Background: an optimization exercise with open tools, aiming at small area, a short achievable clock period and few clock cycles. Do not read the settings as production practice. The RTL was checked by simulation tests, not by an equivalence proof against the original design. Power is estimated from default activity; no workload was simulated.

===== flow/flow/run.sh =====
#!/bin/bash
# Layout flow: the standard flow (standard.sh, all steps), except that
# - the buffers buffer_ports puts on every input and output port are
#   sky130_fd_sc_hd__buf_4 cells instead of the resizer's default choice;
# - after the resizer step of placement, outflops.tcl moves the buffer of
#   each output port that a flip-flop drives next to that flip-flop
#   (detailed placement then legalizes both), so the buffer, not the
#   flip-flop, drives the long wire to the edge of the die.
# - repair_timing (after placement, CTS and global routing) works to a setup
#   slack margin of 15 ns: at the design's 20 ns clock every path has far
#   more slack than that needs, so without the margin repair_timing leaves
#   the paths that set the period achieved as they are.
# - CTS puts buffers on the clock tree's wires every 150 um (CTS_BUF_DISTANCE).
# The make output goes to standard.log; ORFS keeps each step's log under orfs/logs.
set -e
export BUFFER_PORTS_ARGS="-buffer_cell sky130_fd_sc_hd__buf_4"
export POST_RESIZE_TCL="$PWD/flow/outflops.tcl"
export SETUP_SLACK_MARGIN=15
export CTS_BUF_DISTANCE=150
bash standard.sh > standard.log 2>&1

===== flow/flow/outflops.tcl =====
# Move the buffer of every output port that a flip-flop drives (and
# nothing else) onto that flip-flop's location; detailed placement
# legalizes them.
set block [ord::get_db_block]
set moved 0
foreach bterm [$block getBTerms] {
  if { [$bterm getIoType] != "OUTPUT" } { continue }
  set net [$bterm getNet]
  set drv {}
  foreach it [$net getITerms] { if { [$it isOutputSignal] } { lappend drv $it } }
  if { [llength $drv] != 1 } { puts "outflops: [$bterm getName] has no single driver"; continue }
  set buf [[lindex $drv 0] getInst]
  set bin {}
  foreach it [$buf getITerms] { if { [$it isInputSignal] } { lappend bin $it } }
  if { [llength $bin] != 1 } { puts "outflops: [$buf getName] is not a buffer"; continue }
  set inet [[lindex $bin 0] getNet]
  if { [llength [$inet getITerms]] != 2 || [llength [$inet getBTerms]] != 0 } {
    puts "outflops: [$bterm getName]: the buffer's input net has other loads"; continue
  }
  set ff {}
  foreach it [$inet getITerms] { if { [$it isOutputSignal] } { set ff [$it getInst] } }
  if { $ff == {} } { continue }
  set m [[$ff getMaster] getName]
  if { ![string match "*dfxtp*" $m] } { puts "outflops: [$ff getName] is $m, skipped"; continue }
  set loc [$ff getLocation]
  $buf setLocation [lindex $loc 0] [lindex $loc 1]
  incr moved
}
puts "outflops: moved $moved output buffers next to their flip-flops"

===== flow/standard.sh =====
#!/bin/bash
# synth_recipe.tcl (not shown) runs the flow's synth.tcl, then flattens the netlist and writes it again
# the make line also repeats each setting of config.mk as NAME=value (left out here)
make -C /OpenROAD-flow-scripts/flow DESIGN_CONFIG=/design/flow/config.mk WORK_HOME=/design/flow/orfs CLKGATE_MAP_FILE= SYNTH_SCRIPT=/design/flow/synth_recipe.tcl "${@:-finish}"

===== flow/config.mk =====
export PLATFORM = sky130hd
export DESIGN_NAME = CVP14
export DESIGN_NICKNAME = CVP14
export VERILOG_FILES = /design/flow/design.v
export SDC_FILE = /design/flow/constraint.sdc
export NUM_CORES = 8
export LEC_CHECK = 0
export ABC_AREA = 1
export CAP_MARGIN = 50
export CORE_MARGIN = 2
export CORE_UTILIZATION = 55
export CTS_CLUSTER_DIAMETER = 120
export CTS_CLUSTER_SIZE = 24
export PLACE_DENSITY = 0.75
export SLEW_MARGIN = 50

===== flow/constraint.sdc =====
create_clock -name core_clock -period 20.0 [get_ports {Clk1}]
set_input_delay 4.0000 -clock core_clock [delete_from_list [all_inputs] [get_ports {Clk1}]]
set_output_delay 4.0000 -clock core_clock [all_outputs]
set_load 0.01 [all_outputs]

===== flow/design.v =====
module fadd_a(input [15:0] a, input [15:0] b, output [36:0] p);
  wire [4:0] ea = a[14:10], eb = b[14:10];
  wire sa = a[15], sb = b[15];
  wire [4:0] d = ea - eb;
  wire swap = (eb > ea);
  wire sub = sa ^ sb;
  wire [4:0] E0 = swap ? eb : ea;
  wire [10:0] ma = {|ea, a[9:0]}, mb = {|eb, b[9:0]};
  wire [10:0] mbig = swap ? mb : ma;
  wire [10:0] msml = swap ? ma : mb;
  wire [25:0] al = {msml, 15'b0} >> d;
  wire spec = (&ea) | (&eb);
  wire sign = spec ? ((&ea) ? sa : sb) : (swap ? sb : sa);
  assign p = {spec, sign, E0, sub, mbig, al[25:13], al[1:0], |al[12:2], &al[12:1], sub & (|al[14:0])};
endmodule
module fadd_b(input [36:0] p, output [23:0] q);
  wire spec = p[36], sign = p[35];
  wire [4:0] E0 = p[34:30];
  wire sub = p[29];
  wire [10:0] mbig = p[28:18];
  wire [10:0] ah = p[17:7];               
  wire x14 = p[6], x13 = p[5], x1 = p[4], x0 = p[3];
  wire or122 = p[2], and121 = p[1];       
  wire borrow = p[0];
  wire [11:0] yv = {sub, ah ^ {11{sub}}};
  wire [12:0] sum = {1'b0, mbig, 1'b1} + {yv, sub & ~borrow};
  wire [11:0] hi = sum[12:1];
  wire z13 = ~(or122 | x1 | x0);          
  wire o13 = and121 & x0;                 
  wire c14 = ~x13 & z13;
  wire s13 = sub ? (~x13 ^ z13) : x13;
  wire s14 = sub ? (~x14 ^ c14) : x14;
  wire or121 = sub ? ~(z13 | o13) : (or122 | x1);
  wire and121o = sub ? (~or122 & (x1 ^ x0)) : and121;    
  assign q = {spec, sign, E0, hi, s14, s13, or121, and121o, x0};
endmodule
module fadd_c(input [23:0] p, output [15:0] y);
  wire spec = p[23], sign = p[22];
  wire [4:0] E0 = p[21:17];
  wire [13:0] H = p[16:3];      
  wire or121 = p[2], and121 = p[1], s0 = p[0];
  wire [11:0] U = H[13:2];      
  wire s14 = H[1], s13 = H[0];
  wire or13_1 = s13 | or121;
  wire or13_0 = s13 | or121 | s0;
  wire or12_0 = or121 | s0;
  wire all14_0 = s14 & s13 & and121 & s0;
  wire all14_1 = s14 & s13 & and121;
  wire cZ = (U == 12'd0);
  wire cO = U[11];
  wire [9:0] fr = cO ? U[10:1] : U[9:0];
  wire cond = cO ? (U[0] & (s14 | or13_1 | U[1])) : (s14 & (or13_0 | U[0]));
  wire cy = cO ? (U[0] & all14_1) : all14_0;
  wire all1 = &fr, zero = (fr == 10'd0);
  wire [9:0] fri = fr + 10'd1;
  wire [1:0] inc = (cy & all1) ? 2'd2 : ((cond & zero & ~cy) ? 2'd1 : 2'd0);
  wire [5:0] Eon = {1'b0, E0} + {5'd0, cO} + {4'd0, inc};
  wire [9:0] Fon = (cy & all1) ? 10'd0 : (cy ? fri : fr);
  reg [3:0] lz;
  always @(*)
    casez (U[9:0])
      10'b1?????????: lz = 4'd1;
      10'b01????????: lz = 4'd2;
      10'b001???????: lz = 4'd3;
      10'b0001??????: lz = 4'd4;
      10'b00001?????: lz = 4'd5;
      10'b000001????: lz = 4'd6;
      10'b0000001???: lz = 4'd7;
      10'b00000001??: lz = 4'd8;
      10'b000000001?: lz = 4'd9;
      default:        lz = 4'd10;
    endcase
  wire [11:0] X = {U[9:0], s14, s13} << (lz - 4'd1);
  wire [9:0] frL = X[10:1];
  wire condL = U[9] & s13 & (or12_0 | s14);
  wire bumpL = condL & (U[8:0] == 9'd0) & ~s14;
  wire [4:0] EL = E0 - {1'b0, lz} + {4'd0, bumpL};
  reg [4:0] E; reg [9:0] F; reg ovf;
  always @(*) begin
    if (cZ) begin
      E = all14_0 ? 5'd22 : 5'd0; F = 10'd0; ovf = 1'b0;
    end else if (cO | U[10]) begin
      E = Eon[4:0]; F = Fon; ovf = (Eon >= 6'd31);
    end else begin
      E = EL; F = frL; ovf = 1'b0;
    end
  end
  assign y = (spec | ovf) ? {sign, 5'b11111, 10'd0} : {sign, E, F};
endmodule
module fmul_a(input [15:0] a, input [15:0] b, output [36:0] p);
  wire [4:0] ea = a[14:10], eb = b[14:10];
  wire zero = (ea == 5'd0 && a[9:0] == 10'd0) || (eb == 5'd0 && b[9:0] == 10'd0);
  wire [10:0] ma = {1'b1, a[9:0]}, mb = {1'b1, b[9:0]};
  wire ga = ea > 5'd15, gb = eb > 5'd15;
  wire [4:0] ea1 = ea - 5'd15, eb1 = eb - 5'd15;
  reg [5:0] s0, s1;
  always @(*) begin
    if (ga & gb) begin
      s0 = {1'b0, ea1} + {1'b0, eb1};
      s1 = {1'b0, ea1} + {1'b0, eb1} + 6'd1;
    end else if (ga) begin
      s0 = {1'b0, ea1} - {1'b0, eb};
      s1 = s0;
    end else if (gb) begin
      s0 = {1'b0, eb1} - {1'b0, ea};
      s1 = s0;
    end else begin
      s0 = 6'b110001;
      s1 = 6'b110001;
    end
  end
  wire [5:0] t0 = s0 + 6'd15, t1 = s1 + 6'd15;
  wire [4:0] x0 = t0[5] ? 5'b11111 : t0[4:0];
  wire [4:0] x1 = t1[5] ? 5'b11111 : t1[4:0];
  wire [21:0] r0  = mb[0]  ? {11'd0, ma}        : 22'd0;
  wire [21:0] r1  = mb[1]  ? {10'd0, ma, 1'd0}  : 22'd0;
  wire [21:0] r2  = mb[2]  ? {9'd0, ma, 2'd0}   : 22'd0;
  wire [21:0] r3  = mb[3]  ? {8'd0, ma, 3'd0}   : 22'd0;
  wire [21:0] r4  = mb[4]  ? {7'd0, ma, 4'd0}   : 22'd0;
  wire [21:0] r5  = mb[5]  ? {6'd0, ma, 5'd0}   : 22'd0;
  wire [21:0] r6  = mb[6]  ? {5'd0, ma, 6'd0}   : 22'd0;
  wire [21:0] r7  = mb[7]  ? {4'd0, ma, 7'd0}   : 22'd0;
  wire [21:0] r8  = mb[8]  ? {3'd0, ma, 8'd0}   : 22'd0;
  wire [21:0] r9  = mb[9]  ? {2'd0, ma, 9'd0}   : 22'd0;
  wire [21:0] r10 =          {1'd0, ma, 10'd0};
  wire [21:0] a0 = ((r0) ^ (r1) ^ (r2)),  a1 = ((((r0) & (r1)) | ((r0) & (r2)) | ((r1) & (r2))) << 1);
  wire [21:0] a2 = ((r3) ^ (r4) ^ (r5)),  a3 = ((((r3) & (r4)) | ((r3) & (r5)) | ((r4) & (r5))) << 1);
  wire [21:0] a4 = ((r6) ^ (r7) ^ (r8)),  a5 = ((((r6) & (r7)) | ((r6) & (r8)) | ((r7) & (r8))) << 1);
  wire [21:0] b0 = ((a0) ^ (a1) ^ (a2)),  b1 = ((((a0) & (a1)) | ((a0) & (a2)) | ((a1) & (a2))) << 1);
  wire [21:0] b2 = ((a3) ^ (a4) ^ (a5)),  b3 = ((((a3) & (a4)) | ((a3) & (a5)) | ((a4) & (a5))) << 1);
  wire [21:0] c0 = ((b0) ^ (b1) ^ (b2)),  c1 = ((((b0) & (b1)) | ((b0) & (b2)) | ((b1) & (b2))) << 1);
  wire [21:0] c2 = ((b3) ^ (r9) ^ (r10)), c3 = ((((b3) & (r9)) | ((b3) & (r10)) | ((r9) & (r10))) << 1);
  wire [21:0] d0 = ((c0) ^ (c1) ^ (c2)),  d1 = ((((c0) & (c1)) | ((c0) & (c2)) | ((c1) & (c2))) << 1);
  wire [21:0] e0 = ((d0) ^ (d1) ^ (c3)),  e1 = ((((d0) & (d1)) | ((d0) & (c3)) | ((d1) & (c3))) << 1);
  wire [10:0] lo = {1'b0, e0[9:0]} + {1'b0, e1[9:0]};
  assign p = {zero, a[15] ^ b[15], x1, x0, lo[10], e0[21:10], e1[21:10]};
endmodule
module fmul_b(input [36:0] p, output [15:0] q);
  wire zero = p[36], sign = p[35];
  wire [4:0] x1 = p[34:30], x0 = p[29:25];
  wire cin = p[24];
  wire [11:0] ph = p[23:12] + p[11:0] + {11'd0, cin};    
  assign q = zero ? 16'd0 : (ph[11] ? {sign, x1, ph[10:1]} : {sign, x0, ph[9:0]});
endmodule
module fmul_c(input [15:0] p, output [15:0] y);
  assign y = p;
endmodule
module ScalarRegFile (clk, rst, ra1, ra2, rd1, rd2,
                      bw_en, bw_hi, bw_dst, bw_data,
                      ww_lo, ww_hi, ww_dst, ww_data, r7_en, r7_data);
  input clk, rst;
  input [2:0] ra1, ra2;
  output [15:0] rd1, rd2;
  input bw_en, bw_hi;
  input [2:0] bw_dst;
  input [7:0] bw_data;
  input ww_lo, ww_hi;
  input [2:0] ww_dst;
  input [15:0] ww_data;
  input r7_en;
  input [15:0] r7_data;
  wire [15:0] wd = rst ? 16'h0000 :
                   (ww_lo | ww_hi) ? ww_data :
                   r7_en ? r7_data : {bw_data, bw_data};
  wire [15:0] regs [0:7];
  assign rd1 = regs[ra1];
  assign rd2 = regs[ra2];
  genvar g;
  generate
    for (g = 0; g < 8; g = g + 1) begin : entry
      reg [15:0] q;
      assign regs[g] = q;
      wire r7 = (g == 7) & r7_en;
      wire en_lo = rst | (ww_lo & (ww_dst == g)) | r7 | (bw_en & ~bw_hi & (bw_dst == g));
      wire en_hi = rst | (ww_hi & (ww_dst == g)) | r7 | (bw_en & bw_hi & (bw_dst == g));
      always @(posedge clk) begin
        if (en_lo) q[7:0] <= wd[7:0];
        if (en_hi) q[15:8] <= wd[15:8];
      end
    end
  endgenerate
endmodule
module VectorRegFile (clk, we_l, wd_l, we_a, wd_a, heads, taps);
  input clk;
  input [7:0] we_l, we_a;
  input [15:0] wd_l, wd_a;
  output [127:0] heads;
  output [127:0] taps;                 
  genvar g;
  generate
    for (g = 0; g < 8; g = g + 1) begin : entry
      reg [255:0] q;
      wire [255:0] rot = {q[15:0], q[255:16]};
      always @(posedge clk)
        q <= {rot[255:240], we_l[g] ? wd_l : rot[239:224], rot[223:192],
              we_a[g] ? wd_a : rot[191:176], rot[175:0]};
      assign heads[16*g +: 16] = q[15:0];
      assign taps[16*g +: 16] = q[143:128];
    end
  endgenerate
endmodule
module CVP14(output [15:0] Addr, output RD, output WR, output V, output [15:0] dataOut,
             input Reset, input Clk1, input [15:0] DataIn);
localparam QD = 4;                   
localparam CK = 3;                   
localparam FQ = 11;                  
localparam MU_IDLE = 2'd0, MU_VLD = 2'd1, MU_VSTW = 2'd2, MU_VSTR = 2'd3;
localparam AU_VADD = 2'd0, AU_VDOT = 2'd1, AU_SMUL = 2'd2;
function ok_add;
  input [15:0] x;
  ok_add = (x[14:0] == 15'd0) | (x[14:10] >= 5'd10 && x[14:10] <= 5'd27);
endfunction
function [4:0] emax;
  input [4:0] m;
  input [15:0] x;
  emax = (x[14:10] > m) ? x[14:10] : m;
endfunction
function ok_mul;
  input [4:0] ea, eb;
  ok_mul = (ea != 5'd31) & (eb != 5'd31) & ({1'b0, ea} + {1'b0, eb} <= 6'd44);
endfunction
reg rst;
always @(posedge Clk1) rst <= Reset;
reg [3:0] ph;                        
reg [7:0] zf;                        
reg [7:0] sa;                        
reg [4:0] mx [0:7];                  
reg [15:0] addr_q, dout_q;
reg rd_q, wr_q, v_q, vflag;
reg [15:0] q [0:QD-1];
reg [QD:0] qs;                       
reg [15:0] ir_pc, fpc;               
reg f_act;                           
wire [15:0] ir = q[0];
wire ir_v = ~qs[0];
reg [1:0] mu_st;
reg [3:0] mu_cnt;
reg [15:0] base;
reg [2:0] mu_reg;
reg mu_tap;                          
reg ld_now, ld_last;                 
reg l_oka;
reg [4:0] l_mx;
reg [15:0] ld1;
reg ld1_v, ld_first, ld1_first, ld1_last;
reg [2:0] ld1_r;
reg sl_v, sl_wlo, sl_whi;
reg sl_known, sl_safe_q, sl_fp_q;    
reg [4:0] sl_bnd_q;                  
reg [4:0] sl_mxa_q, sl_mxb_q;        
reg sl_b1, sl_bv;
reg [1:0] sl_op;
reg [2:0] sl_ra, sl_rb, sl_rd;
reg [15:0] sl_sc;
reg rd_busy, rd_act, vdot_wait, rd_us;
reg rd_tap;                          
reg [1:0] rd_op;
reg [2:0] rd_ra, rd_rb, rd_rd;
reg [3:0] rd_cnt;
reg [4:1] sv, sfirst, slast, sus;
reg [1:0] sop [1:4];
reg [2:0] srd [1:4];
reg [15:0] x1, y1;
reg [36:0] fa_p;
reg [23:0] fb_p;
reg [36:0] ma_p;
reg [15:0] mb_p;
reg [15:0] wres;
reg a_oka;
reg [4:0] a_mx;
reg ldf_v, ldf_oka;                  
reg [2:0] ldf_r;
reg [4:0] ldf_mx;
reg f5_v, f5_oka;                    
reg [2:0] f5_rd;
reg [4:0] f5_mx;
reg us_busy, us_fin, us_vdot, ovf;
reg [15:0] fq [0:FQ-1];
reg [3:0] fq_wp, fq_rp, fq_cnt;
reg [15:0] np;                       
reg np_v;
reg [15:0] acc;
reg [4:0] acc_k;
reg [1:0] acc_st;                    
reg vd_pend, vd_wlo, vd_whi, vd_wr;
reg [2:0] vd_rd;
reg nx_v, nx_wlo, nx_whi;             
reg [2:0] nx_rd;
reg [36:0] ca_p;
reg [23:0] cb_p;
integer k;
wire [3:0] op = ir[15:12];
wire is_vadd = (op == 4'd0);
wire is_vdot = (op == 4'd1);
wire is_smul = (op == 4'd2);
wire is_sst  = (op == 4'd3);
wire is_vld  = (op == 4'd4);
wire is_vst  = (op == 4'd5);
wire is_sll  = (op == 4'd6);
wire is_slh  = (op == 4'd7);
wire is_j    = (op == 4'd8);
wire is_au = is_vadd | is_vdot | is_smul;
wire is_mu = is_sst | is_vld | is_vst;
wire [2:0] f_d = ir[11:9], f_a = ir[8:6], f_b = ir[5:3];
wire [15:0] rx, ry;
wire [127:0] heads, taps;
wire redirect = us_fin & ovf & ~vd_wr;
wire blocking_us = us_busy & ~(us_fin & ~ovf);        
wire s4_vec = sv[4] & (sop[4] != AU_VDOT);
function pend_w;
  input [2:0] r;
  pend_w = rd_busy & (rd_op != AU_VDOT) & (rd_rd == r);
endfunction
function au_wpend;
  input [2:0] r;
  au_wpend = (rd_busy & (rd_op != AU_VDOT) & (rd_rd == r)) |
             (sv[1] & (sop[1] != AU_VDOT) & (srd[1] == r)) |
             (sv[2] & (sop[2] != AU_VDOT) & (srd[2] == r)) |
             (sv[3] & (sop[3] != AU_VDOT) & (srd[3] == r)) |
             (s4_vec & (srd[4] == r)) | (f5_v & (f5_rd == r));
endfunction
function sl_w;
  input [2:0] r;
  sl_w = sl_v & (sl_op != AU_VDOT) & (sl_rd == r);
endfunction
function sl_r;
  input [2:0] r;
  sl_r = sl_v & ((sl_ra == r) | ((sl_op != AU_SMUL) & (sl_rb == r)));
endfunction
function flags_pend;
  input [2:0] r;
  flags_pend = au_wpend(r) | (vld_act & (mu_reg == r)) | (ld1_v & (ld1_r == r)) | (ldf_v & (ldf_r == r));
endfunction
function pend_s;
  input [2:0] r;
  pend_s = (vd_pend & (vd_wlo | vd_whi) & (vd_rd == r)) |
           (nx_v & (nx_wlo | nx_whi) & (nx_rd == r)) |
           (sl_v & (sl_op == AU_VDOT) & (sl_wlo | sl_whi) & (sl_rd == r));
endfunction
wire mu_free = (mu_st == MU_IDLE);
wire vld_act = (mu_st == MU_VLD) | ld_now;            
wire sl_haz = (vld_act & (mu_reg == sl_ra | (mu_reg == sl_rb & (sl_op != AU_SMUL)))) |
              (((mu_st == MU_VSTW) | ((mu_st == MU_VSTR) & mu_tap)) & (mu_reg == sl_rd) & (sl_op != AU_VDOT));
wire wait_rd_d = (vdot_wait | (rd_busy & rd_tap)) & (rd_ra == f_d | rd_rb == f_d);
wire sl_safe = (sl_op == AU_VADD) ? (sa[sl_ra] & sa[sl_rb]) :
               (sl_op == AU_VDOT) ? ok_mul(mx[sl_ra], mx[sl_rb]) :
                                    ok_mul(mx[sl_ra], sl_sc[14:10]);
wire [4:0] sl_mxa = sl_mxa_q;
wire [4:0] sl_mxb = sl_mxb_q;
wire [4:0] sl_mxab = (sl_mxa > sl_mxb) ? sl_mxa : sl_mxb;
wire [5:0] sl_sum = {1'b0, sl_mxa} + {1'b0, sl_mxb};
wire [5:0] sl_add3 = {1'b0, sl_mxab} + 6'd3;
wire [5:0] sl_m14 = sl_sum - 6'd14;
wire [4:0] sl_bound = (sl_mxab == 5'd31) ? 5'd31 :
                      (sl_op == AU_VADD) ? ((sl_add3 >= 6'd31) ? 5'd31 : sl_add3[4:0]) :
                      (sl_sum < 6'd14 || sl_m14 <= {1'b0, sl_mxab}) ? sl_mxab :
                      (sl_m14 >= 6'd31) ? 5'd31 : sl_m14[4:0];
wire sl_fp = flags_pend(sl_ra) | ((sl_op != AU_SMUL) & flags_pend(sl_rb));
wire sl_ok = sl_known & sl_safe_q;
wire blocking = blocking_us | (sl_v & ~sl_ok);
wire vd_chain = vd_pend & ~nx_v & ~vd_wr & (acc_k >= 5'd16 - CK) & sl_safe_q;
wire sl_start = sl_v & sl_known & ~rd_busy & ~sl_haz & ((sl_op != AU_VDOT) | ~vd_pend | vd_chain) & (sl_safe_q | ~sl_fp_q);
reg issue_ok;
always @(*) begin
  if (is_au)       issue_ok = ~sl_v & (~is_smul | ~pend_s(f_b));
  else if (is_vld) issue_ok = mu_free & ~pend_s(f_a) & ~pend_w(f_d) & ~wait_rd_d & ~sl_r(f_d) & ~sl_w(f_d);
  else if (is_vst) issue_ok = mu_free & ~ld_now & ~pend_s(f_a) & ~pend_w(f_d) & ~sl_w(f_d);
  else if (is_sst) issue_ok = mu_free & ~pend_s(f_a) & ~pend_s(f_d);
  else if (is_sll | is_slh) issue_ok = ~vd_wr;       
  else issue_ok = 1'b1;
end
wire issue = ir_v & ~blocking & ~redirect & issue_ok;
wire au_issue = issue & is_au;
wire mu_issue = issue & is_mu;
wire sll_vd = issue & is_sll & vd_pend & (vd_rd == f_d);
wire slh_vd = issue & is_slh & vd_pend & (vd_rd == f_d);
wire sll_nx = issue & is_sll & nx_v & (nx_rd == f_d);
wire slh_nx = issue & is_slh & nx_v & (nx_rd == f_d);
wire sll_sl = issue & is_sll & sl_v & (sl_op == AU_VDOT) & (sl_rd == f_d);
wire slh_sl = issue & is_slh & sl_v & (sl_op == AU_VDOT) & (sl_rd == f_d);
wire r7_en = redirect & ~(us_vdot & vd_rd == 3'd7);
wire r7_vd = r7_en & vd_pend & (vd_rd == 3'd7);
wire r7_nx = r7_en & nx_v & (nx_rd == 3'd7);
ScalarRegFile srf(.clk(Clk1), .rst(rst),
                  .ra1(f_a), .ra2(is_smul ? f_b : f_d), .rd1(rx), .rd2(ry),
                  .bw_en(issue & (is_sll | is_slh)), .bw_hi(is_slh), .bw_dst(f_d), .bw_data(ir[7:0]),
                  .ww_lo(vd_wr & vd_wlo & ~sll_vd & ~r7_vd), .ww_hi(vd_wr & vd_whi & ~slh_vd & ~r7_vd),
                  .ww_dst(vd_rd), .ww_data(acc),
                  .r7_en(r7_en), .r7_data(ir_pc - 16'd1));
wire [7:0] we_l = ld1_v ? (8'd1 << ld1_r) : 8'd0;
wire [7:0] we_a = s4_vec ? (8'd1 << srd[4]) : 8'd0;
VectorRegFile vrf(.clk(Clk1), .we_l(we_l), .wd_l(ld1), .we_a(we_a), .wd_a(wres), .heads(heads), .taps(taps));
wire [2:0] sel_a = rd_busy ? rd_ra : sl_ra;
wire [2:0] sel_b = rd_busy ? rd_rb : sl_rb;
wire [2:0] sel_c = mu_free ? f_d : mu_reg;
wire tap_now;
wire [15:0] va = zf[sel_a] ? 16'd0 : (tap_now ? taps[16*sel_a +: 16] : heads[16*sel_a +: 16]);
wire [15:0] vb = zf[sel_b] ? 16'd0 : (tap_now ? taps[16*sel_b +: 16] : heads[16*sel_b +: 16]);
wire c_tap = (mu_st == MU_VSTR) ? mu_tap : ph[3];
wire [15:0] vc = zf[sel_c] ? 16'd0 : (c_tap ? taps[16*sel_c +: 16] : heads[16*sel_c +: 16]);
wire [1:0] i_op = is_vadd ? AU_VADD : (is_vdot ? AU_VDOT : AU_SMUL);
wire sl_vdot = (sl_op == AU_VDOT);
wire first_read = (sl_start & (~sl_vdot | ph[2:0] == 3'd0)) | (vdot_wait & ph[2:0] == 3'd0);
wire read_now = first_read | rd_act;
wire read_last = rd_act & (rd_cnt == 4'd15);
wire [1:0] cur_op = sl_start ? sl_op : rd_op;
wire [2:0] cur_rd = sl_start ? sl_rd : rd_rd;
assign tap_now = rd_act ? rd_tap : (ph[3] & (vdot_wait | sl_vdot));
wire [36:0] fa_pn;
wire [23:0] fb_pn;
wire [36:0] ma_pn;
wire [15:0] mb_pn;
wire [15:0] fc_y, mc_y;
fadd_a ua1(.a(x1), .b(y1), .p(fa_pn));
fadd_b ua2(.p(fa_p), .q(fb_pn));
fadd_c ua3(.p(fb_p), .y(fc_y));
fmul_a um1(.a(x1), .b(y1), .p(ma_pn));
fmul_b um2(.p(ma_p), .q(mb_pn));
fmul_c um3(.p(mb_p), .y(mc_y));
always @(posedge Clk1) begin
  if (rst) begin
    rd_busy <= 1'b0; rd_act <= 1'b0; vdot_wait <= 1'b0; sl_v <= 1'b0; rd_tap <= 1'b0;
    sv <= 4'd0;
    us_busy <= 1'b0; us_fin <= 1'b0; ovf <= 1'b0;
  end else begin
    if (us_fin & ~(ovf & vd_wr)) begin us_fin <= 1'b0; us_busy <= 1'b0; end
    else if (sv[4] & slast[4] & sus[4]) us_fin <= 1'b1;
    if (sl_start) sl_v <= 1'b0;
    sl_known <= sl_v & ~sl_start;
    sl_b1 <= sl_v & ~sl_start;
    sl_bv <= sl_b1 & sl_v & ~sl_start;
    if (sll_sl) sl_wlo <= 1'b0;
    if (slh_sl) sl_whi <= 1'b0;
    if (au_issue) sl_v <= 1'b1;
    if (~sl_v & ~blocking_us) begin
      sl_op <= i_op; sl_ra <= f_a; sl_rb <= f_b; sl_rd <= f_d; sl_sc <= ry;
      sl_wlo <= 1'b1; sl_whi <= 1'b1;
    end
    if (sl_start) begin
      rd_busy <= 1'b1;
      rd_op <= sl_op; rd_ra <= sl_ra; rd_rb <= sl_rb; rd_rd <= sl_rd; rd_us <= ~sl_safe_q;
      if (~sl_safe_q) begin
        us_busy <= 1'b1; us_vdot <= sl_vdot; ovf <= 1'b0;
      end
      vdot_wait <= sl_vdot & (ph[2:0] != 3'd0);
    end
    if (vdot_wait & ph[2:0] == 3'd0) vdot_wait <= 1'b0;
    if (first_read) begin rd_act <= 1'b1; rd_cnt <= 4'd1; rd_tap <= ph[3] & (cur_op == AU_VDOT); end
    else if (rd_act) begin rd_cnt <= rd_cnt + 4'd1; if (rd_cnt == 4'd15) rd_act <= 1'b0; end
    if (read_last) rd_busy <= 1'b0;
    sv <= {sv[3:1], read_now};
    if (sv[4] & (wres == 16'h7C00)) ovf <= 1'b1;
  end
end
always @(posedge Clk1) begin
  x1 <= va;
  if (read_now) begin
    if (cur_op != AU_SMUL) y1 <= vb;
    else if (sl_start) y1 <= sl_sc;
  end
  sl_safe_q <= sl_safe;
  sl_mxa_q <= mx[sl_ra];
  sl_mxb_q <= (sl_op == AU_SMUL) ? sl_sc[14:10] : mx[sl_rb];
  sl_bnd_q <= sl_bound;
  sl_fp_q <= sl_fp;
  sfirst <= {sfirst[3:1], first_read};
  slast <= {slast[3:1], read_last};
  sus <= {sus[3:1], sl_start ? ~sl_safe_q : rd_us};
  sop[1] <= cur_op; sop[2] <= sop[1]; sop[3] <= sop[2]; sop[4] <= sop[3];
  srd[1] <= cur_rd; srd[2] <= srd[1]; srd[3] <= srd[2]; srd[4] <= srd[3];
  fa_p <= fa_pn;
  fb_p <= fb_pn;
  ma_p <= ma_pn;
  mb_p <= mb_pn;
  wres <= (sop[3] == AU_VADD) ? fc_y : mc_y;
  if (s4_vec) begin
    a_oka <= (a_oka | sfirst[4]) & ok_add(wres);
    a_mx <= emax(sfirst[4] ? 5'd0 : a_mx, wres);
  end
end
wire push = sv[4] & (sop[4] == AU_VDOT);
wire fq_has = (fq_cnt != 4'd0);
wire step = vd_pend & np_v & (acc_st == 2'd0) & (acc_k != 5'd16);
wire np_load_q = step & fq_has;                        
wire np_load_p = push & (step ? ~fq_has : ~np_v);       
wire fq_push = push & ~np_load_p;
wire [36:0] ca_pn;
wire [23:0] cb_pn;
wire [15:0] cc_y;
fadd_a uc1(.a(acc), .b(np), .p(ca_pn));
fadd_b uc2(.p(ca_p), .q(cb_pn));
fadd_c uc3(.p(cb_p), .y(cc_y));
always @(posedge Clk1) begin
  if (rst) begin
    vd_pend <= 1'b0; acc_st <= 2'd0; vd_wr <= 1'b0; np_v <= 1'b0; nx_v <= 1'b0;
  end else begin
    if (sll_vd | r7_vd) vd_wlo <= 1'b0;
    if (slh_vd | r7_vd) vd_whi <= 1'b0;
    if (sll_nx | r7_nx) nx_wlo <= 1'b0;
    if (slh_nx | r7_nx) nx_whi <= 1'b0;
    if (sl_start & sl_vdot & vd_pend) begin
      nx_v <= 1'b1; nx_rd <= sl_rd; nx_wlo <= sl_wlo & ~sll_sl; nx_whi <= sl_whi & ~slh_sl;
    end
    if (vd_wr & nx_v) begin
      nx_v <= 1'b0; vd_rd <= nx_rd; vd_wlo <= nx_wlo & ~sll_nx & ~r7_nx; vd_whi <= nx_whi & ~slh_nx & ~r7_nx;
    end
    if (sl_start & sl_vdot & ~vd_pend) begin
      vd_pend <= 1'b1; vd_rd <= sl_rd; vd_wlo <= sl_wlo & ~sll_sl; vd_whi <= sl_whi & ~slh_sl;
      acc_k <= 5'd0; fq_cnt <= 4'd0; fq_wp <= 4'd0; fq_rp <= 4'd0; np_v <= 1'b0;
    end else begin
      if (fq_push) fq_wp <= (fq_wp == FQ - 1) ? 4'd0 : fq_wp + 4'd1;
      if (np_load_q) fq_rp <= (fq_rp == FQ - 1) ? 4'd0 : fq_rp + 4'd1;
      fq_cnt <= fq_cnt + {3'd0, fq_push} - {3'd0, np_load_q};
      if (step) acc_k <= acc_k + 5'd1;
      else if (vd_wr) acc_k <= 5'd0;
      if (np_load_q | np_load_p) np_v <= 1'b1;
      else if (step) np_v <= 1'b0;
    end
    acc_st <= {acc_st[0], step & (acc_k != 5'd0)};
    vd_wr <= acc_st[1] & (acc_k == 5'd16);
    if (vd_wr & ~nx_v) vd_pend <= 1'b0;
  end
end
always @(posedge Clk1) begin
  if (fq_push) fq[fq_wp] <= wres;
  if (np_load_q) np <= fq[fq_rp];
  else if (np_load_p) np <= wres;
  ca_p <= ca_pn;
  cb_p <= cb_pn;
  if (step & (acc_k == 5'd0)) acc <= np;
  else if (acc_st[1]) acc <= cc_y;
end
wire [3:0] eoff0 = is_vld ? ph + 4'd1 : 4'd0;
wire [6:0] soff = {ir[5], ir[5:0]} + {3'd0, eoff0};
wire [7:0] an_lo = {1'b0, rx[6:0]} + {1'b0, soff};
wire [8:0] an_hm = rx[15:7] - 9'd1, an_hp = rx[15:7] + 9'd1;
wire [8:0] an_hi = soff[6] ? (an_lo[7] ? rx[15:7] : an_hm) : (an_lo[7] ? an_hp : rx[15:7]);
wire [15:0] addr_now = {an_hi, an_lo[6:0]};
wire [15:0] base_now = rx + {{10{ir[5]}}, ir[5:0]};
reg c_port, c_rd, c_wr, c_ld, c_ld_last;
reg [3:0] c_eoff, c_cnt;
reg [1:0] c_st;
always @(*) begin
  c_port = 1'b0; c_rd = 1'b0; c_wr = 1'b0; c_ld = 1'b0; c_ld_last = 1'b0;
  c_eoff = 4'd0; c_st = mu_st; c_cnt = mu_cnt;
  case (mu_st)
    MU_VLD: begin
      c_port = 1'b1; c_rd = 1'b1; c_ld = 1'b1; c_eoff = ph + 4'd1;
      c_cnt = mu_cnt + 4'd1;
      if (mu_cnt == 4'd15) begin c_st = MU_IDLE; c_ld_last = 1'b1; end
    end
    MU_VSTW:
      if (ph[2:0] == 3'd0) begin
        c_port = 1'b1; c_wr = 1'b1; c_st = MU_VSTR;
      end
    MU_VSTR: begin
      c_port = 1'b1; c_wr = 1'b1; c_eoff = {ph[3] ^ mu_tap, ph[2:0]};
      if (ph[2:0] == 3'd7 && (ph[3] ^ mu_tap)) c_st = MU_IDLE;
    end
    default: ;
  endcase
end
wire [15:0] c_addr = base + {12'd0, c_eoff};
wire i_port = is_vld | is_sst | (is_vst & (ph[2:0] == 3'd0));
wire [1:0] i_st = is_vld ? MU_VLD : (is_vst ? ((ph[2:0] == 3'd0) ? MU_VSTR : MU_VSTW) : MU_IDLE);
wire n_mu_port = mu_issue ? i_port : c_port;
wire n_mu_rd = mu_issue ? is_vld : c_rd;
wire n_mu_wr = mu_issue ? (is_sst | is_vst) : c_wr;
wire n_ld = mu_issue ? is_vld : c_ld;
wire n_ld_last = ~mu_issue & c_ld_last;
wire [1:0] n_mu_st = mu_issue ? i_st : c_st;
wire [3:0] n_mu_cnt = mu_issue ? 4'd1 : c_cnt;
wire [15:0] n_dout = (mu_issue & is_sst) ? ry : vc;
wire [15:0] n_mu_addr = mu_issue ? addr_now : c_addr;
wire flush = redirect | (issue & is_j);
wire [15:0] jt = ir_pc + {{4{ir[11]}}, ir[11:0]};
wire [15:0] target = redirect ? 16'hFFF0 : jt;
wire arrive = f_act & ~flush;
wire [QD:0] qs_a = arrive ? {qs[QD-1:0], 1'b0} : qs;           
wire [QD:0] qs_b = arrive ? qs : {1'b0, qs[QD:1]};             
wire [QD:0] n_qs = flush ? {{QD{1'b0}}, 1'b1} : (issue ? qs_b : qs_a);
wire room_a = ~qs_a[QD];
wire f_if_issue = ~c_port & ~(is_mu & i_port);        
wire f_no_issue = ~c_port & (redirect | room_a);
wire n_f_act = issue ? f_if_issue : f_no_issue;
wire [15:0] fetch_addr = flush ? target : fpc;
wire n_vflag = redirect | (vflag & ~issue);
always @(posedge Clk1) begin
  if (rst) begin
    ph <= 4'd0;
    zf <= 8'hFF; sa <= 8'hFF;
    for (k = 0; k < 8; k = k + 1) begin mx[k] <= 5'd0; end
    ldf_v <= 1'b0;
    qs <= {{QD{1'b0}}, 1'b1}; ir_pc <= 16'd0; fpc <= 16'd1; f_act <= 1'b1;
    addr_q <= 16'd0; rd_q <= 1'b1; wr_q <= 1'b0; v_q <= 1'b0; vflag <= 1'b0;
    mu_st <= MU_IDLE; ld_now <= 1'b0; ld_last <= 1'b0; ld1_v <= 1'b0; ld1_last <= 1'b0;
    f5_v <= 1'b0;
  end else begin
    ph <= ph + 4'd1;
    qs <= n_qs;
    ir_pc <= flush ? target : (issue ? ir_pc + 16'd1 : ir_pc);
    fpc <= fetch_addr + {15'd0, n_f_act};
    f_act <= n_f_act;
    addr_q <= n_mu_port ? n_mu_addr : fetch_addr;
    rd_q <= n_mu_port ? n_mu_rd : n_f_act;
    wr_q <= n_mu_port & n_mu_wr;
    vflag <= n_vflag;
    v_q <= n_vflag & ~n_mu_port & n_f_act;    
    mu_st <= n_mu_st;
    ld_now <= n_ld; ld_last <= n_ld_last;
    ld1_v <= ld_now; ld1_last <= ld_last;
    if (ld1_v) begin
      l_oka <= (l_oka | ld1_first) & ok_add(ld1);
      l_mx <= emax(ld1_first ? 5'd0 : l_mx, ld1);
    end
    if (ld_last) zf[mu_reg] <= 1'b0;
    ldf_v <= ld1_last & ~au_wpend(ld1_r) & ~sl_w(ld1_r);
    if (ldf_v & ~au_wpend(ldf_r) & ~sl_w(ldf_r)) begin
      sa[ldf_r] <= ldf_oka;
      mx[ldf_r] <= ldf_mx;
    end
    f5_v <= s4_vec & slast[4];
    if (f5_v & ~((rd_busy & (rd_op != AU_VDOT) & (rd_rd == f5_rd)) |
                 (sv[1] & (sop[1] != AU_VDOT) & (srd[1] == f5_rd)) |
                 (sv[2] & (sop[2] != AU_VDOT) & (srd[2] == f5_rd)) |
                 (sv[3] & (sop[3] != AU_VDOT) & (srd[3] == f5_rd)) |
                 (s4_vec & (srd[4] == f5_rd)) |
                 (vld_act & (mu_reg == f5_rd)) | (ld1_v & (ld1_r == f5_rd)) | sl_w(f5_rd))) begin
      sa[f5_rd] <= f5_oka;
      mx[f5_rd] <= f5_mx;
    end
    if (read_last & (rd_op != AU_VDOT)) zf[rd_rd] <= 1'b0;
    if (mu_issue & is_vld) begin
      sa[f_d] <= 1'b0; mx[f_d] <= 5'd31;
    end
    if (sl_start & ~sl_vdot) begin
      sa[sl_rd] <= 1'b0; mx[sl_rd] <= (sl_safe_q & sl_bv) ? sl_bnd_q : 5'd31;
    end
  end
end
wire [QD-1:0] at_a = arrive ? qs[QD-1:0] : {QD{1'b0}};
wire [QD-1:0] at_b = arrive ? qs[QD:1] : {QD{1'b0}};
always @(posedge Clk1) begin
  for (k = 0; k < QD; k = k + 1)
    if (issue ? at_b[k] : at_a[k]) q[k] <= DataIn;
    else if (issue && k < QD - 1) q[k] <= q[k + 1];
end
always @(posedge Clk1) begin
  if (mu_free) begin base <= base_now; mu_reg <= f_d; end
  if (mu_st != MU_VSTR) mu_tap <= ph[3];
  mu_cnt <= n_mu_cnt;
  ld1_r <= mu_reg;
  ld_first <= mu_issue & is_vld;
  ld1_first <= ld_first;
  ldf_r <= ld1_r;
  ldf_oka <= (l_oka | ld1_first) & ok_add(ld1);
  ldf_mx <= emax(ld1_first ? 5'd0 : l_mx, ld1);
  f5_rd <= srd[4];
  f5_oka <= (a_oka | sfirst[4]) & ok_add(wres);
  f5_mx <= emax(sfirst[4] ? 5'd0 : a_mx, wres);
  dout_q <= n_dout;
  ld1 <= DataIn;
end
assign Addr = addr_q;
assign RD = rd_q;
assign WR = wr_q;
assign V = v_q;
assign dataOut = dout_q;
endmodule

==> results of run 1 <==
-- cells by family after synthesis --
kind of cell / after synthesis
buf+inv: 1574
simple gates: 3095
compound gates: 2308
xor+xnor: 277
other cells: 1
mux: 12
fa+ha+maj: 357
flops: 3039
-- cell type report --
type	count	area share, %
antenna	6	0.0131
clock buffer	194	3.44
clock inverter	11	0.130
inverter	1140	3.75
multi-input combinational	6051	30.2
sequential	3039	58.1
tap	2526	2.76
timing repair buffer	224	1.66
-- stage by stage --
step | setup slack (ns) | cell area (µm²)
2_1_floorplan | 15.62 | 106000
3_3_place_gp | 15.06 | 109000
3_5_place_dp | 15.07 | 110000
4_1_cts | 14.65 | 114000
5_1_grt | 14.66 | 115000
6_report | 14.68 | 115000
-- worst register-to-register path: stages, from the launching register on --
cell	delay [ns]
sky130_fd_sc_hd__edfxtp_1	0.33
sky130_fd_sc_hd__buf_4	0.28
sky130_fd_sc_hd__inv_1	0.29
sky130_fd_sc_hd__nand3_1	0.35
sky130_fd_sc_hd__clkinvlp_4	0.46
sky130_fd_sc_hd__a2111oi_0	0.54
sky130_fd_sc_hd__a21oi_1	0.19
sky130_fd_sc_hd__ha_1	0.37
sky130_fd_sc_hd__a21oi_1	0.12
sky130_fd_sc_hd__o21ai_0	0.29
sky130_fd_sc_hd__a21boi_0	0.21
sky130_fd_sc_hd__o21ai_0	0.31
sky130_fd_sc_hd__a31oi_1	0.18
sky130_fd_sc_hd__o21ai_0	0.32
sky130_fd_sc_hd__nand2_1	0.08
sky130_fd_sc_hd__nand2_1	0.07
sky130_fd_sc_hd__a21oi_1	0.07
sky130_fd_sc_hd__xor2_1	0.14
-- metal layers --
layer | vias to the layer above | share of wire, % | GRT usage, %
li1 | 35200 | - | -
met1 | 36200 | 42 | 40.9
met2 | 3489 | 44 | 46.7
met3 | 744 | 8.2 | 4.78
met4 | 20 | 5.5 | 14.3
met5 | - | 0.045 | 0
-- layout by cell type (no fill, tap or decap), types with 76 or more instances in the layout --
| cell | synthesis | layout |
|---|---|---|
| sky130_fd_sc_hd__inv_1 | 1099 | 1092 |
| sky130_fd_sc_hd__o22ai_1 | 151 | 151 |
| sky130_fd_sc_hd__nand4_1 | 95 | 95 |
| sky130_fd_sc_hd__o21ai_0 | 1142 | 1127 |
| sky130_fd_sc_hd__fa_1 | 108 | 108 |
| sky130_fd_sc_hd__o211ai_1 | 128 | 128 |
| sky130_fd_sc_hd__dfxtp_1 | 2479 | 2426 |
| sky130_fd_sc_hd__xor2_1 | 166 | 162 |
| sky130_fd_sc_hd__ha_1 | 249 | 248 |
| sky130_fd_sc_hd__a21oi_1 | 435 | 422 |
| sky130_fd_sc_hd__edfxtp_1 | 560 | 560 |
| sky130_fd_sc_hd__clkbuf_16 | 0 | 151 |
| sky130_fd_sc_hd__nand3_1 | 328 | 317 |
| sky130_fd_sc_hd__buf_4 | 7 | 165 |
| sky130_fd_sc_hd__nor2_1 | 616 | 608 |
| sky130_fd_sc_hd__xnor2_1 | 110 | 110 |
| sky130_fd_sc_hd__nand2_1 | 1832 | 1827 |
| sky130_fd_sc_hd__a31oi_1 | 82 | 81 |
| sky130_fd_sc_hd__nor3_1 | 87 | 76 |
-- repair_timing --
action	4_1_cts	5_1_grt
setup buffers	0	18
setup endpoints to repair	35	54
resized for setup	63	13
-- power breakdown --
part,switching [W],internal (W),total (W)
combinational,0.00438,0.00195,0.00633
clock,0.00188,0.00141,0.00328
sequential,0.000578,0.00698,0.00756
total,0.00684,0.0103,0.0172
-- path summary, 6_finish.rpt --
| path | start | end | slack [ns] | cells after the start |
|---|---|---|---|---|
| max | dout_q[7]$_DFF_P_ | dataOut[7] | 14.68 | 1 |
| max reg2reg | q[0][8]$_DFFE_PP_ | base[15]$_DFFE_PP_ | 15.16 | 17 |
| min | vrf.entry[0].q[24]$_DFF_P_ | vrf.entry[0].q[8]$_DFF_P_ | 0.28 | 0 |
| min reg2reg | vrf.entry[0].q[24]$_DFF_P_ | vrf.entry[0].q[8]$_DFF_P_ | 0.28 | 0 |
==> flow_summary.toml, run 1 <==
[route]
avgRoutedWirePerCell_um = 22.9
dr.pass1.iters = 9
dr.first_iter.drc_count = 8479
via_per_inst = 5.73
drt.antenna.violating_nets = 0
detail_route.wirelength_um = 302000
drt_drc_violations_left = 0
dr_total_vias = 75600

[floorplan]
chipHeight_um = 444
initial_core_util_pct = 55.4
std_cell_rows = 161
chipWidth_um = 444
top_level_ports = 53
floorplan.die_area_mm2 = 0.197
core_region_area_mm2 = 0.192

[pwr]
leakagePower_nw = 47.0
power_per_cell_area_mw_per_mm2 = 150
power_w = 0.0172
ir_drop_worst_vdd_mv = 0.106

[place]
dp.cells = 13000
gp_congestion = 0.987
detailedPlacementHpwl_um = 210000
port-buffer-count = 52

[cts]
worstSkewPairLatency_ns = 0.81
clock_tree.root_cell = "sky130_fd_sc_hd__clkbuf_16"
postCtsHoldBufs = 0
numClockSinks = 3039
worst_setup_hold_path_clk_slew_ns = 0.09
tritoncts_clock_tree = "yes"
cts_buffer_depth = 4
cts_inserted_buffers = 149
htreeDepth = 4

[synth]
netlist.area_leader.share_pct = 46.6
post_synth_fa_ha_maj_area_fraction_pct = 4.96
post_synth_inst_count = 10700
synth-async-reset-ratio_pct = 0
synth_top_cells_by_area = "sky130_fd_sc_hd__dfxtp_1 (47%), sky130_fd_sc_hd__edfxtp_1 (16%), sky130_fd_sc_hd__nand2_1 (6.5%)"
share_of_the_synthesized_netlist_area_taken_by_xor_and_xnor_gates_pct = 2.29
muxShareOfSynthArea_pct = 0.116
ys.flop_type = "sky130_fd_sc_hd__dfxtp_1"
syn-mean-instance-area_um2 = 9.99
synth_compound_gate_area_share_pct = 12.4
synth_edf_count = 560
yosys.area.top_type = "sky130_fd_sc_hd__dfxtp_1"
library_cells_used_by_synthesis = 78
synth_top_family_by_area = "compound AO/OA/AOI/OAI gates"
synth_top_cells_by_count = "sky130_fd_sc_hd__dfxtp_1 (2479), sky130_fd_sc_hd__nand2_1 (1832), sky130_fd_sc_hd__o21ai_0 (1142)"
syn_area_mm2 = 0.106
yosys_warnings = 8
synth-seq-area-share_pct = 62.4
post_synthesis_sequential_element_count = 3039
library_cell_with_the_highest_instance_count_after_synthesis = "sky130_fd_sc_hd__dfxtp_1"
synthesized_area_fraction_occupied_by_and_or_nand_nor_cells_pct = 12.1

[sta]
setup-violations-final = 0
final_min_period_over_clock_period_pct = 26.6
hold_slack_ns = 0.275
worst_clock_skew_ns = 0.0582
hold_viol = 0
layout_min_cycle_time_ns = 5.32
max_freq_mhz = 188
fin_tns_setup_ns = 0
maxSlewViolCount = 0
tightest_slew_ns = 0.798
max-slew-margin-rel_pct = 46.0
grt_setup_unrepaired = "true"

[critical_path]
biggest_cell_delay_along_the_critical_path_ns = 0.36
worstPathMaxFanout = 1
path_buf_inv = 1
setup.worst_path.end_class = "output port"
worst_path_dominant_cell_family = "flip-flops"
timing_worst_setup_path_type = "reg -> out"
cp_cell_instances = "buf_12"
worstSetupStartpointType = "flop"
cp.arrival_ns = 1.32
critical_path.slowest_cell = "sky130_fd_sc_hd__dfxtp_2"
endpoint_required_time_on_the_critical_path_ns = 16.00

[final_layout]
post-route-util_pct = 59.5
seq_area_mm2 = 0.0665
layout-drive-gt1-share_pct = 6.29
num-fill-cells = 15600
largest_registers = "vrf.entry.q x2048, fq x176, srf.entry.q x128"
synth_to_layout_area_growth_pct = 7.58
largest_register = "vrf.entry.q"
layout.nets = 11000
multi_input_comb_area_mm2 = 0.0346
largest_register_ff_count = 2048
final_cells = 13200

[grt]
first_global_vias = 72300
grt_first_pass_wirelength_um = 449000
grt_max_degree = 174
grt_use_total_pct = 29.9
grt.overflow.total = 0
number_of_antenna_violations_at_the_first_check_in_global_routing = 22

[hold_path]
holdCritPathClass = "reg -> reg"

[run_status]
run_status = "timing/DRC/antenna clean"

[flow_run]
maxCapViolCount = 0
Testbench counts, summed over its fixed seeds: cycles 77,442.
==> run 2: changes to the inputs <==
--- a/flow/config.mk
+++ b/flow/config.mk
@@ -8,8 +8,8 @@
 export ABC_AREA = 1
 export CAP_MARGIN = 50
 export CORE_MARGIN = 2
-export CORE_UTILIZATION = 55
+export CORE_UTILIZATION = 50
 export CTS_CLUSTER_DIAMETER = 120
 export CTS_CLUSTER_SIZE = 24
-export PLACE_DENSITY = 0.75
+export PLACE_DENSITY = 0.85
 export SLEW_MARGIN = 50
==> flow_summary.toml, run 2 <==
[final_layout]
synth_to_layout_area_growth_pct = 7.86
layout_commonest_cell = "sky130_fd_sc_hd__dfxtp_1"
finish.instance_area_mm2 = 0.115
largest_register_ff_count = 2048
seq_area_mm2 = 0.0665
final_cells = 13500
layout.nets = 11000
leading_cell_types_in_the_layout_fill_and_taps_excluded = "sky130_fd_sc_hd__dfxtp_1 (2424), sky130_fd_sc_hd__nand2_1 (1825), sky130_fd_sc_hd__o21ai_0 (1133)"
largest_register = "vrf.entry.q"
num-fill-cells = 17100
layout-drive-gt1-share_pct = 6.29
multi_input_comb_area_mm2 = 0.0345
largest_registers = "vrf.entry.q x2048, fq x176, srf.entry.q x128"

[sta]
final_min_period_over_clock_period_pct = 26.6
max-slew-margin-rel_pct = 43.0
worst_clock_skew_ns = 0.0715
hold_viol = 0
grt_setup_unrepaired = "true"
fin_tns_setup_ns = 0
setup-violations-final = 0
layout_min_cycle_time_ns = 5.33
max_freq_mhz = 188
tightest_slew_ns = 0.851
hold_slack_ns = 0.288
maxSlewViolCount = 0

[critical_path]
biggest_cell_delay_along_the_critical_path_ns = 0.36
endpoint = "dataOut[12]"
setup.worst_path.end_class = "output port"
worst_path_dominant_cell_family = "flip-flops"
path_buf_inv = 1
critical_path.slowest_cell = "sky130_fd_sc_hd__dfxtp_2"
r2r-start = "q[0][8]$_DFFE_PP_"
worstSetupStartpointType = "flop"
r2r_cells = 17
timing_worst_setup_path_type = "reg -> out"
reg2reg_to = "base[15]$_DFFE_PP_"
cp_cell_instances = "buf_6"
ff2ff_setup_slack_ns = 15.12
endpoint_required_time_on_the_critical_path_ns = 16.00
worstPathMaxFanout = 1
cp.arrival_ns = 1.33
critical_path_depth = 1
cp-startpoint = "dout_q[12]$_DFF_P_"

[flow_run]
maxCapViolCount = 0

[route]
drt.antenna.violating_nets = 0
dr_total_vias = 77400
drt_drc_violations_left = 0
via_per_inst = 5.74
dr.first_iter.drc_count = 10800
avgRoutedWirePerCell_um = 22.1
detail_route.wirelength_um = 298000
dr.pass1.iters = 9

[cts]
numClockSinks = 3039
worst_setup_hold_path_clk_slew_ns = 0.10
worstSkewPairLatency_ns = 0.84
tritoncts_clock_tree = "yes"
clock_tree.root_cell = "sky130_fd_sc_hd__clkbuf_16"
cts_buffer_depth = 4
cts_inserted_buffers = 148
htreeDepth = 4

[synth]
yosys.area.top_type = "sky130_fd_sc_hd__dfxtp_1"
library_cell_with_the_highest_instance_count_after_synthesis = "sky130_fd_sc_hd__dfxtp_1"
yosys_warnings = 8
synth-seq-area-share_pct = 62.4
syn_area_mm2 = 0.106
netlist.area_leader.share_pct = 46.6
ys.flop_type = "sky130_fd_sc_hd__dfxtp_1"
synth-async-reset-ratio_pct = 0
post_synthesis_sequential_element_count = 3039
synth_edf_count = 560
syn-mean-instance-area_um2 = 9.99
library_cells_used_by_synthesis = 78
synth_top_cells_by_area = "sky130_fd_sc_hd__dfxtp_1 (47%), sky130_fd_sc_hd__edfxtp_1 (16%), sky130_fd_sc_hd__nand2_1 (6.5%)"
synth_top_cells_by_count = "sky130_fd_sc_hd__dfxtp_1 (2479), sky130_fd_sc_hd__nand2_1 (1832), sky130_fd_sc_hd__o21ai_0 (1142)"
post_synth_inst_count = 10700

[place]
gp_congestion = 0.996
dpl-instance-area_mm2 = 0.110
port-buffer-count = 52
dp.cells = 13200
detailedPlacementHpwl_um = 201000

[grt]
grt_first_pass_wirelength_um = 442000
grt_use_total_pct = 26.5
number_of_antenna_violations_at_the_first_check_in_global_routing = 21
grt_max_degree = 102
first_global_vias = 73600
grt.overflow.total = 0

[pwr]
power_per_cell_area_mw_per_mm2 = 150
leakagePower_nw = 46.9
power_w = 0.0172
ir_drop_worst_vdd_mv = 0.126

[run_status]
run_status = "timing/DRC/antenna clean"

[floorplan]
core_region_area_mm2 = 0.212
floorplan.die_area_mm2 = 0.217
chipWidth_um = 465
chipHeight_um = 465
top_level_ports = 53
std_cell_rows = 169
initial_core_util_pct = 50.3

[hold_path]
min_delay_path_depth = 0
holdCritPathClass = "reg -> reg"
==> run 2: cell count changes in the layout (fill, tap and decap cells not counted), sizes merged <==
cell,change
inv,-2
bufinv,+1
diode,+9
clkbuf,+5
clkinv,+1
buf,-10
==> run 2: where the power goes <==
group	leakage (nW)	internal, W	switching (W)
Combinational	19.3	0.00197	0.00439
Sequential	25.6	0.00698	0.000586
Clock	1.99	0.00141	0.00190
Total	46.9	0.0104	0.00688
==> run 2: per-stage QoR <==
stage               util, %  setup slack (ns)
floorplan                 -             15.62
global placement       51.8             14.94
detailed placement     52.0             14.83
CTS                    54.1             14.66
global route           54.2             14.66
finish                 54.2             14.67
==> run 2: worst min path at each step <==
stage,from,end,slack (ns)
6_report,vrf.entry[7].q[39]$_DFF_P_,vrf.entry[7].q[23]$_DFF_P_,0.29
3_3_place_gp,vrf.entry[5].q[184]$_DFF_P_,vrf.entry[5].q[168]$_DFF_P_,0.31
5_1_grt,vrf.entry[6].q[31]$_DFF_P_,vrf.entry[6].q[15]$_DFF_P_,0.29
4_1_cts,vrf.entry[6].q[31]$_DFF_P_,vrf.entry[6].q[15]$_DFF_P_,0.27
2_1_floorplan,ca_p[30]$_DFF_P_,cb_p[17]$_DFF_P_,0.31
3_5_place_dp,vrf.entry[1].q[157]$_DFF_P_,vrf.entry[1].q[141]$_DFF_P_,0.31
==> run 2: cell families after synthesis <==
kind of cell,count (synthesis),synth area share [%]
AO/OA/AOI/OAI,2308,12.4
flip-flops,3039,62.4
multiplexers,12,0.116
XOR/XNOR,277,2.29
other,1,0.00352
buffers and inverters,1574,5.75
AND/OR/NAND/NOR,3095,12.1
adder cells (fa/ha/maj),357,4.96
==> run 2: worst reg2reg max path, stage by stage, from the launching register on <==
cell,delay [ns]
sky130_fd_sc_hd__edfxtp_1,0.59
sky130_fd_sc_hd__buf_4,0.27
sky130_fd_sc_hd__nor3_4,0.62
sky130_fd_sc_hd__inv_2,0.37
sky130_fd_sc_hd__a21oi_1,0.46
sky130_fd_sc_hd__ha_1,0.27
sky130_fd_sc_hd__nand2_1,0.07
sky130_fd_sc_hd__nand2_1,0.06
sky130_fd_sc_hd__a21oi_1,0.09
sky130_fd_sc_hd__o21ai_0,0.35
sky130_fd_sc_hd__a21boi_0,0.27
sky130_fd_sc_hd__o21ai_0,0.35
sky130_fd_sc_hd__a31oi_1,0.19
sky130_fd_sc_hd__o21ai_0,0.29
sky130_fd_sc_hd__nand2_1,0.10
sky130_fd_sc_hd__nand2_1,0.07
sky130_fd_sc_hd__a21oi_1,0.07
sky130_fd_sc_hd__xor2_1,0.15
==> run 2: repair_timing <==
| item | in CTS | in global routing |
|---|---|---|
| cloned | 0 | 0 |
| buffers inserted | 0 | 14 |
| endpoints found under the hold margin | 0 | 0 |
| hold buffers | 0 | 0 |
| resized for setup | 65 | 15 |
| setup endpoints to repair | 36 | 44 |
==> run 2: area by class of cell <==
class	instances	area share, %
Antenna cell	15	0.0327
Clock inverter	11	0.172
Timing Repair Buffer	215	1.60
Sequential cell	3039	57.9
Inverter	1140	3.74
Multi-Input combinational cell	6051	30.0
Clock buffer	198	3.42
Tap cell	2821	3.07
==> run 2: routing by layer <==
layer	track usage (%)	up-vias	share of wire [%]
li1	-	35100	-
met5	0	-	0.022
met1	33.8	36100	37
met2	41.2	4865	44
met3	6.11	1264	11
met4	15.8	10	7.2
==> run 3: changes to the inputs <==
--- a/flow/config.mk
+++ b/flow/config.mk
@@ -11,5 +11,5 @@
 export CORE_UTILIZATION = 50
 export CTS_CLUSTER_DIAMETER = 120
 export CTS_CLUSTER_SIZE = 24
-export PLACE_DENSITY = 0.85
+export PLACE_DENSITY = 0.75
 export SLEW_MARGIN = 50
==> flow_summary.toml, run 3 <==
[grt]
number_of_antenna_violations_at_the_first_check_in_global_routing = 15
grt.overflow.total = 0
global_route.peak_usage_layer = "met2"
global_route.usage.met2_pct = 41.7
first_global_vias = 72200
globalRouteMet3Util_pct = 4.34
grt_first_pass_wirelength_um = 441000
grt_max_degree = 173
grt_use_met1_pct = 35.4
grt_use_total_pct = 26.5

[pwr]
leakagePower_nw = 46.9
power_per_cell_area_mw_per_mm2 = 149
power.internal_w = 0.0103
ir_drop_worst_vdd_mv = 0.112
sw_frac_of_total_pct = 39.5
comb_power_share_pct = 36.5
power.share.sequential_pct = 44.1
power.switching_w = 0.00675
power.share.clock_pct = 19.3

[floorplan]
floorplan.die_area_mm2 = 0.217
chipHeight_um = 465
top_level_ports = 53
core_region_area_mm2 = 0.212
chipWidth_um = 465
initial_core_util_pct = 50.3
std_cell_rows = 169

[synth]
syn-mean-instance-area_um2 = 9.99
syn_area_mm2 = 0.106
post_synthesis_sequential_element_count = 3039
post_synth_inst_count = 10700
library_cells_used_by_synthesis = 78
synth_top_cells_by_count = "sky130_fd_sc_hd__dfxtp_1 (2479), sky130_fd_sc_hd__nand2_1 (1832), sky130_fd_sc_hd__o21ai_0 (1142)"
yosys_warnings = 8
synth-seq-area-share_pct = 62.4
synth_edf_count = 560
synth-async-reset-ratio_pct = 0
yosys.area.top_type = "sky130_fd_sc_hd__dfxtp_1"
synth_top_cells_by_area = "sky130_fd_sc_hd__dfxtp_1 (47%), sky130_fd_sc_hd__edfxtp_1 (16%), sky130_fd_sc_hd__nand2_1 (6.5%)"
netlist.area_leader.share_pct = 46.6
library_cell_with_the_highest_instance_count_after_synthesis = "sky130_fd_sc_hd__dfxtp_1"
ys.flop_type = "sky130_fd_sc_hd__dfxtp_1"

[cts]
htreeDepth = 4
worstSkewPairLatency_ns = 0.81
numClockSinks = 3039
cts_inserted_buffers = 150
tritoncts_clock_tree = "yes"
worst_setup_hold_path_clk_slew_ns = 0.09
clock_tree.root_cell = "sky130_fd_sc_hd__clkbuf_16"
cts_buffer_depth = 4
postCtsHoldBufs = 0

[critical_path]
worst_path_dominant_cell_family = "flip-flops"
setup.worst_path.end_class = "output port"
reg2reg_to = "dout_q[8]$_DFF_P_"
endpoint = "dataOut[0]"
cp.arrival_ns = 1.30
critical_path_depth = 1
critical_path.slowest_cell = "sky130_fd_sc_hd__dfxtp_2"
r2r-start = "mu_st[1]$_SDFFE_PP0P_"
path_buf_inv = 1
cp_cell_instances = "buf_12"
biggest_cell_delay_along_the_critical_path_ns = 0.35
cp-startpoint = "dout_q[0]$_DFF_P_"
worstPathMaxFanout = 1
r2r_cells = 11
worstSetupStartpointType = "flop"
ff2ff_setup_slack_ns = 15.30
timing_worst_setup_path_type = "reg -> out"
endpoint_required_time_on_the_critical_path_ns = 16.00

[sta]
final_min_period_over_clock_period_pct = 26.5
fin_tns_setup_ns = 0
hold_viol = 0
max-slew-margin-rel_pct = 47.1
maxSlewViolCount = 0
tightest_slew_ns = 0.793
worst_clock_skew_ns = 0.0717
max_freq_mhz = 189
grt_setup_unrepaired = "true"
setup-violations-final = 0
layout_min_cycle_time_ns = 5.30

[route]
drt.antenna.violating_nets = 0
detail_route.wirelength_um = 296000
drt_drc_violations_left = 0
avgRoutedWirePerCell_um = 22.0
dr.pass1.iters = 6
dr.first_iter.drc_count = 8537
via_per_inst = 5.58
dr_total_vias = 75300

[run_status]
run_status = "timing/DRC/antenna clean"

[final_layout]
multi_input_comb_area_mm2 = 0.0344
layout_commonest_cell = "sky130_fd_sc_hd__dfxtp_1"
largest_registers = "vrf.entry.q x2048, fq x176, srf.entry.q x128"
layout.nets = 11000
layout-drive-gt1-share_pct = 6.24
largest_register_ff_count = 2048
seq_area_mm2 = 0.0665
largest_register = "vrf.entry.q"
leading_cell_types_in_the_layout_fill_and_taps_excluded = "sky130_fd_sc_hd__dfxtp_1 (2430), sky130_fd_sc_hd__nand2_1 (1824), sky130_fd_sc_hd__o21ai_0 (1124)"
synth_to_layout_area_growth_pct = 7.87
post-route-util_pct = 54.2
num-fill-cells = 18100

[flow_run]
maxCapViolCount = 0

[place]
port-buffer-count = 52
gp_congestion = 0.969
detailedPlacementHpwl_um = 206000

[hold_path]
holdCritPathClass = "reg -> reg"
## run 3: cell counts after synthesis
No cell type changed its count.
## run 3: power groups by stage
stage / clock [W] / combinational, W / sequential [W]
floorplan: 0 / 0.00403 / 0.00734
global placement: 0 / 0.00578 / 0.00766
detailed placement: 0 / 0.00603 / 0.00767
CTS: 0.00334 / 0.00609 / 0.00753
global route: 0.00356 / 0.00681 / 0.00760
finish: 0.00331 / 0.00624 / 0.00754
## run 3: stage by stage
| step | power (W) | setup WS, ns | hold WS, ns | instances | cell area [µm²] |
|---|---|---|---|---|---|
| finish | 0.0171 | 14.70 | 0.307 | 13500 | 115000 |
| floorplan | 0.0114 | 15.62 | 0.310 | 10700 | 106000 |
| CTS | 0.0170 | 14.66 | 0.308 | 13500 | 115000 |
| detailed placement | 0.0137 | 15.26 | 0.312 | 13200 | 110000 |
| global placement | 0.0134 | 15.01 | 0.310 | 13200 | 110000 |
| global route | 0.0180 | 14.67 | 0.306 | 13500 | 115000 |
## run 3: cell type report
class	instances	area share, %
diodes	9	0.0196
clock buffers	195	3.47
clock inverters	16	0.163
inverters	1140	3.73
multi-input cells	6051	30.0
flip-flops and latches	3039	57.9
well taps	2821	3.07
repair buffers	212	1.65
## run 3: how the worst min path moves through the flow
stage,slack (ns),start,end,cells after the start
2_1_floorplan,0.31,ca_p[30]$_DFF_P_,cb_p[17]$_DFF_P_,0
3_3_place_gp,0.31,vrf.entry[2].q[238]$_DFF_P_,vrf.entry[2].q[222]$_DFF_P_,0
3_5_place_dp,0.31,vrf.entry[0].q[184]$_DFF_P_,vrf.entry[0].q[168]$_DFF_P_,0
4_1_cts,0.31,vrf.entry[7].q[149]$_DFF_P_,vrf.entry[7].q[133]$_DFF_P_,0
5_1_grt,0.31,vrf.entry[5].q[101]$_DFF_P_,vrf.entry[5].q[85]$_DFF_P_,0
6_report,0.31,vrf.entry[7].q[149]$_DFF_P_,vrf.entry[7].q[133]$_DFF_P_,0
## run 3: kinds of logic after synthesis
group | count (synthesis) | synth area share [%]
buffers and inverters | 1574 | 5.75
AND/OR/NAND/NOR | 3095 | 12.1
AO/OA/AOI/OAI | 2308 | 12.4
adder cells (fa/ha/maj) | 357 | 4.96
flip-flops | 3039 | 62.4
other | 1 | 0.00352
XOR/XNOR | 277 | 2.29
multiplexers | 12 | 0.116
## run 3: per-layer routing
layer	wire, µm	part of all wire (%)
met1	123000	42
met2	132000	45
met3	24600	8.3
met4	16300	5.5
met5	84	0.028
## run 3: timing repair
action | in CTS | in global routing
resized for setup | 58 | 15
buffers inserted | 0 | 12
hold endpoints to repair | 0 | 0
endpoints found under the setup margin | 35 | 51
pin swaps | 0 | 0

[afterwards: timing with drivers on the ports]
Ports are ideal in the flow. The routed layouts listed here were re-timed in OpenROAD.
Step 1 assumes that a clkbuf_16 drives the clock port and a buf_2 every other input.
Step 2 also shifts input and output timing later by t, the mid clock arrival at the registers, as if the neighbouring blocks saw the same clock.
a / b / c = ideal ports / drivers / drivers and shift; a / b = the first two.
| run | t, ns | setup slack, ns | worst register clock-pin slew, ns |
|---|---|---|---|
| run 1 | 0.871 | 14.683 / 14.597 / 15.155 | 0.11 / 0.11 |
| run 2 | 0.887 | 14.671 / 14.585 / 15.121 | 0.11 / 0.11 |
| run 3 | 0.863 | 14.701 / 14.618 / 15.301 | 0.11 / 0.11 |
After both steps setup and hold are still met in every run listed.
